Background: an optimization exercise with open tools, aiming at small area. Do not read the settings as production practice. In this exercise RTL edits were held to simulation tests only and were not proved equivalent to the original. No driver is modelled on the clock port, so clocking that relies on it looks cheaper here than on a real chip. No activity file was given, so power comes from the tool's default toggle rates.

// mtd_backend
module mtd_backend(
    input           clk_i,
    input           rst_n_i,
    input           infrared_key,
    input           fft_opd,
    input  [11:0]   fft_idx,
    input  [7:0]    fft_xk_re,
    input  [7:0]    fft_xk_im,
    output reg      fault_detect_led,
    output          motor_pwm,
    output          uart_tx_o
);
Size in the first run: about 800 cells after synthesis, ~35 I/O pins.
export LEC_CHECK = 0
export ABC_AREA = 1
export CAP_MARGIN = 20
export CORE_MARGIN = 2
export CORE_UTILIZATION = 40
export SLEW_MARGIN = 20
create_clock -name core_clock -period 37.0 [get_ports {clk_i}]
standard.sh (not shown) runs the stock make flow with config.mk's settings and CLKGATE_MAP_FILE= SYNTH_SCRIPT=/design/flow/synth_recipe.tcl, a recipe that flattens the netlist after the stock synthesis.
==> flow/flow/run.sh <==
#!/bin/bash
# Layout flow: the standard flow (standard.sh) with three changes:
#  1. after the standard synthesis, the full adder cells' polarities are chosen
#     to need fewer inverters (flow/fapol.py), then the logic between the
#     registers is re-mapped by ABC for area (flow/post.tcl); registers, adder
#     cells and tie cells are kept. The new netlist is used only if Yosys proves
#     it equivalent to the standard one (flow/eq.tcl);
#  2. ports are buffered with buf_1 instead of clkdlybuf4s50_1;
#  3. the clock tree uses clkbuf_8 and no dummy loads.
# Each tool's output goes to its own log file in this folder.
set -uo pipefail
R=$PWD/orfs/results/sky130hd/mtd_backend/base
YOSYS=$(command -v yosys || echo /OpenROAD-flow-scripts/tools/install/yosys/bin/yosys)
export BUFFER_PORTS_ARGS="-buffer_cell sky130_fd_sc_hd__buf_1"
export CTS_ARGS="-repair_clock_nets -dont_use_dummy_load -root_buf sky130_fd_sc_hd__clkbuf_16 -buf_list {sky130_fd_sc_hd__clkbuf_4 sky130_fd_sc_hd__clkbuf_8}"

bash standard.sh "$R/1_2_yosys.v" > std_synth.log 2>&1 || exit 1
cp "$R/1_2_yosys.v" std_1_2_yosys.v

export POST_LIB=$FLOW_HOME/platforms/sky130hd/lib/sky130_fd_sc_hd__tt_025C_1v80.lib
export POST_DONT_USE=$PWD/flow/dont_use.txt
export POST_ABC=$PWD/flow/post.abc
export POST_OUT=$PWD/post_1_2_yosys.v
if python3 flow/fapol.py std_1_2_yosys.v fapol_1_2_yosys.v > fapol.log 2>&1; then
    export POST_IN=$PWD/fapol_1_2_yosys.v
else
    export POST_IN=$PWD/std_1_2_yosys.v
fi
if "$YOSYS" -c flow/post.tcl > post.log 2>&1 && POST_IN=$PWD/std_1_2_yosys.v "$YOSYS" -c flow/eq.tcl > eq.log 2>&1; then
    cp post_1_2_yosys.v "$R/1_2_yosys.v"
    touch "$R/1_2_yosys.v"
    echo "re-mapped netlist used" > post_status.txt
else
    echo "re-mapped netlist not used" > post_status.txt
fi

bash standard.sh > std_flow.log 2>&1
==> flow/flow/post.abc <==
strash
&get -n
&deepsyn -T 10
&put
dch -f
&get -n
&nf -a -R 1000
&put
topo
Other scripts of this flow, unchanged in this note and not shown: flow/flow/dont_use.txt, flow/flow/eq.tcl, flow/flow/fapol.py, flow/flow/post.tcl
==> next run, changes <==
--- a/flow/flow/run.sh
+++ b/flow/flow/run.sh
@@ -7,5 +7,7 @@
 #     it equivalent to the standard one (flow/eq.tcl);
 #  2. ports are buffered with buf_1 instead of clkdlybuf4s50_1;
-#  3. the clock tree uses clkbuf_8 and no dummy loads.
+#  3. the clock tree uses clkbuf_8 and no dummy loads; after CTS, clock buffers
+#     are downsized while every register's clock pin slew stays under 100 ps
+#     (flow/ctsdown.tcl, run by ORFS as its POST_CTS_TCL hook).
 # Each tool's output goes to its own log file in this folder.
 set -uo pipefail
@@ -13,5 +15,6 @@
 YOSYS=$(command -v yosys || echo /OpenROAD-flow-scripts/tools/install/yosys/bin/yosys)
 export BUFFER_PORTS_ARGS="-buffer_cell sky130_fd_sc_hd__buf_1"
-export CTS_ARGS="-repair_clock_nets -dont_use_dummy_load -root_buf sky130_fd_sc_hd__clkbuf_16 -buf_list {sky130_fd_sc_hd__clkbuf_4 sky130_fd_sc_hd__clkbuf_8}"
+export CTS_ARGS="-sink_clustering_enable -repair_clock_nets -dont_use_dummy_load -buf_list sky130_fd_sc_hd__clkbuf_8"
+export POST_CTS_TCL=$PWD/flow/ctsdown.tcl
 
 bash standard.sh "$R/1_2_yosys.v" > std_synth.log 2>&1 || exit 1
==> flow/flow/ctsdown.tcl (new file) <==
proc ctsdown_worst_slew {} {
  set w 0
  foreach p [get_pins -hierarchical */CLK] {
    set s [get_property $p slew_max]
    if {$s > $w} { set w $s }
  }
  return $w
}
proc ctsdown { limit } {
  set sizes {sky130_fd_sc_hd__clkbuf_2 sky130_fd_sc_hd__clkbuf_4 sky130_fd_sc_hd__clkbuf_8 sky130_fd_sc_hd__clkbuf_16}
  estimate_parasitics -placement
  set before [ctsdown_worst_slew]
  set leaves {}
  set roots {}
  foreach inst [get_cells clkbuf_*_clk_i] {
    if {[string match "clkbuf_0_*" [get_property $inst full_name]]} { lappend roots $inst } else { lappend leaves $inst }
  }
  set n 0
  foreach inst [concat $leaves $roots] {
    set idx [lsearch $sizes [get_property $inst ref_name]]
    while {$idx > 1} {
      replace_cell $inst [lindex $sizes [expr {$idx - 1}]]
      estimate_parasitics -placement
      if {[ctsdown_worst_slew] > $limit} {
        replace_cell $inst [lindex $sizes $idx]
        estimate_parasitics -placement
        break
      }
      incr n
      incr idx -1
    }
  }
  puts "ctsdown: $n clock buffers downsized, worst clock pin slew $before -> [ctsdown_worst_slew] ns"
}
ctsdown 0.100
==> flow/flow/post.abc (replaced) <==
strash
&get -n
&deepsyn -T 60
&put
dch -f
&get -n
&nf -a -R 1000
&put
topo
What happened: Flip-flop and latch count is unchanged; final cell count increases slightly; die area barely changes; global-route usage decreases by 0.52 points; wire length decreases slightly.

* * *

oak:
mtd_backend again, from the RTL that the note above started with.
export LEC_CHECK = 0
export ABC_AREA = 1
export CAP_MARGIN = 20
export CORE_MARGIN = 2
export CORE_UTILIZATION = 40
export SLEW_MARGIN = 20
create_clock -name core_clock -period 37.0 [get_ports {clk_i}]
==> flow/flow/run.sh <==
#!/bin/bash
# Layout flow: the standard flow (standard.sh) with three changes:
#  1. after the standard synthesis, the logic between the registers is
#     re-mapped by ABC for area (flow/post.tcl); registers, adder cells and tie
#     cells are kept. The new netlist is used only if Yosys proves it
#     equivalent to the standard one (flow/eq.tcl);
#  2. ports are buffered with buf_1 instead of clkdlybuf4s50_1;
#  3. the clock tree uses clkbuf_8 and no dummy loads.
# Each tool's output goes to its own log file in this folder.
set -uo pipefail
R=$PWD/orfs/results/sky130hd/mtd_backend/base
YOSYS=$(command -v yosys || echo /OpenROAD-flow-scripts/tools/install/yosys/bin/yosys)
export BUFFER_PORTS_ARGS="-buffer_cell sky130_fd_sc_hd__buf_1"
export CTS_ARGS="-sink_clustering_enable -sink_clustering_size 36 -sink_clustering_max_diameter 150 -sink_clustering_levels 1 -repair_clock_nets -dont_use_dummy_load -buf_list sky130_fd_sc_hd__clkbuf_16"

bash standard.sh "$R/1_2_yosys.v" > std_synth.log 2>&1 || exit 1
cp "$R/1_2_yosys.v" std_1_2_yosys.v

export POST_LIB=$FLOW_HOME/platforms/sky130hd/lib/sky130_fd_sc_hd__tt_025C_1v80.lib
export POST_DONT_USE=$PWD/flow/dont_use.txt
export POST_ABC=$PWD/flow/post.abc
export POST_IN=$PWD/std_1_2_yosys.v
export POST_OUT=$PWD/post_1_2_yosys.v
if "$YOSYS" -c flow/post.tcl > post.log 2>&1 && "$YOSYS" -c flow/eq.tcl > eq.log 2>&1; then
    cp post_1_2_yosys.v "$R/1_2_yosys.v"
    touch "$R/1_2_yosys.v"
    echo "re-mapped netlist used" > post_status.txt
else
    echo "re-mapped netlist not used" > post_status.txt
fi

bash standard.sh > std_flow.log 2>&1
==> flow/flow/post.abc <==
strash
&get -n
&deepsyn -T 10
&put
dch -f
&get -n
&nf -a -R 1000
&put
topo
Other scripts of this flow, unchanged in this note and not shown: flow/flow/dont_use.txt, flow/flow/eq.tcl, flow/flow/post.tcl
Input changes introduced in pine (baseline for comparison: oak):
--- a/flow/flow/run.sh
+++ b/flow/flow/run.sh
@@ -14 +14 @@
-export CTS_ARGS="-sink_clustering_enable -sink_clustering_size 36 -sink_clustering_max_diameter 150 -sink_clustering_levels 1 -repair_clock_nets -dont_use_dummy_load -buf_list sky130_fd_sc_hd__clkbuf_16"
+export CTS_ARGS="-sink_clustering_enable -repair_clock_nets -dont_use_dummy_load -buf_list sky130_fd_sc_hd__clkbuf_8"
--- a/flow/flow/post.abc
+++ b/flow/flow/post.abc
@@ -3 +3 @@
-&deepsyn -T 10
+&deepsyn -T 60
Notes after the runs:
The part of the total power dissipated in sequential elements in pine was higher than what oak gave. Compared with oak, pine shows number of combinational gates with multiple inputs that has gone down by a few percent. The combinational power on pine is in line with that on oak. Comparing pine and oak, the lower worst hold margin is on pine. Compared with oak, pine shows a lower wire length on met2.

-- afterwards: timing with drivers on the ports --
The flow's constraints put no driver on any port. The routed layouts listed below were extracted and timed again, unchanged, in two steps.
Step 1 sets driving cells, clkbuf_16 on the clock port and buf_2 on the other inputs (assumed; they add their load-dependent delay and slew).
Step 2, shift: input delay + t, output delay - t, t = (earliest + latest rising clock arrival at the registers) / 2. This alone moves slack from input paths to output paths.
a / b / c = ideal / step 1 / step 2; a / b = the first two.
run | shift t [ns] | setup WS [ns] | latest minus earliest clock arrival (ns) | worst register clock-pin slew, ns
the first run of note 1 | 0.399 | 22.045 / 22.067 / 21.667 | 0.018 / 0.019 | 0.08 / 0.08
the second run of note 1 | 0.582 | 22.246 / 22.254 / 21.672 | 0.035 / 0.036 | 0.10 / 0.10
oak | 0.451 | 22.308 / 22.329 / 21.878 | 0.029 / 0.029 | 0.07 / 0.07
pine | 0.471 | 22.197 / 22.218 / 21.748 | 0.031 / 0.031 | 0.09 / 0.09
After both steps every run listed still meets setup and hold. The setup slack of the second run of note 1, which loses most, moves by +0.008 ns with the drivers and by -0.574 ns with both steps.
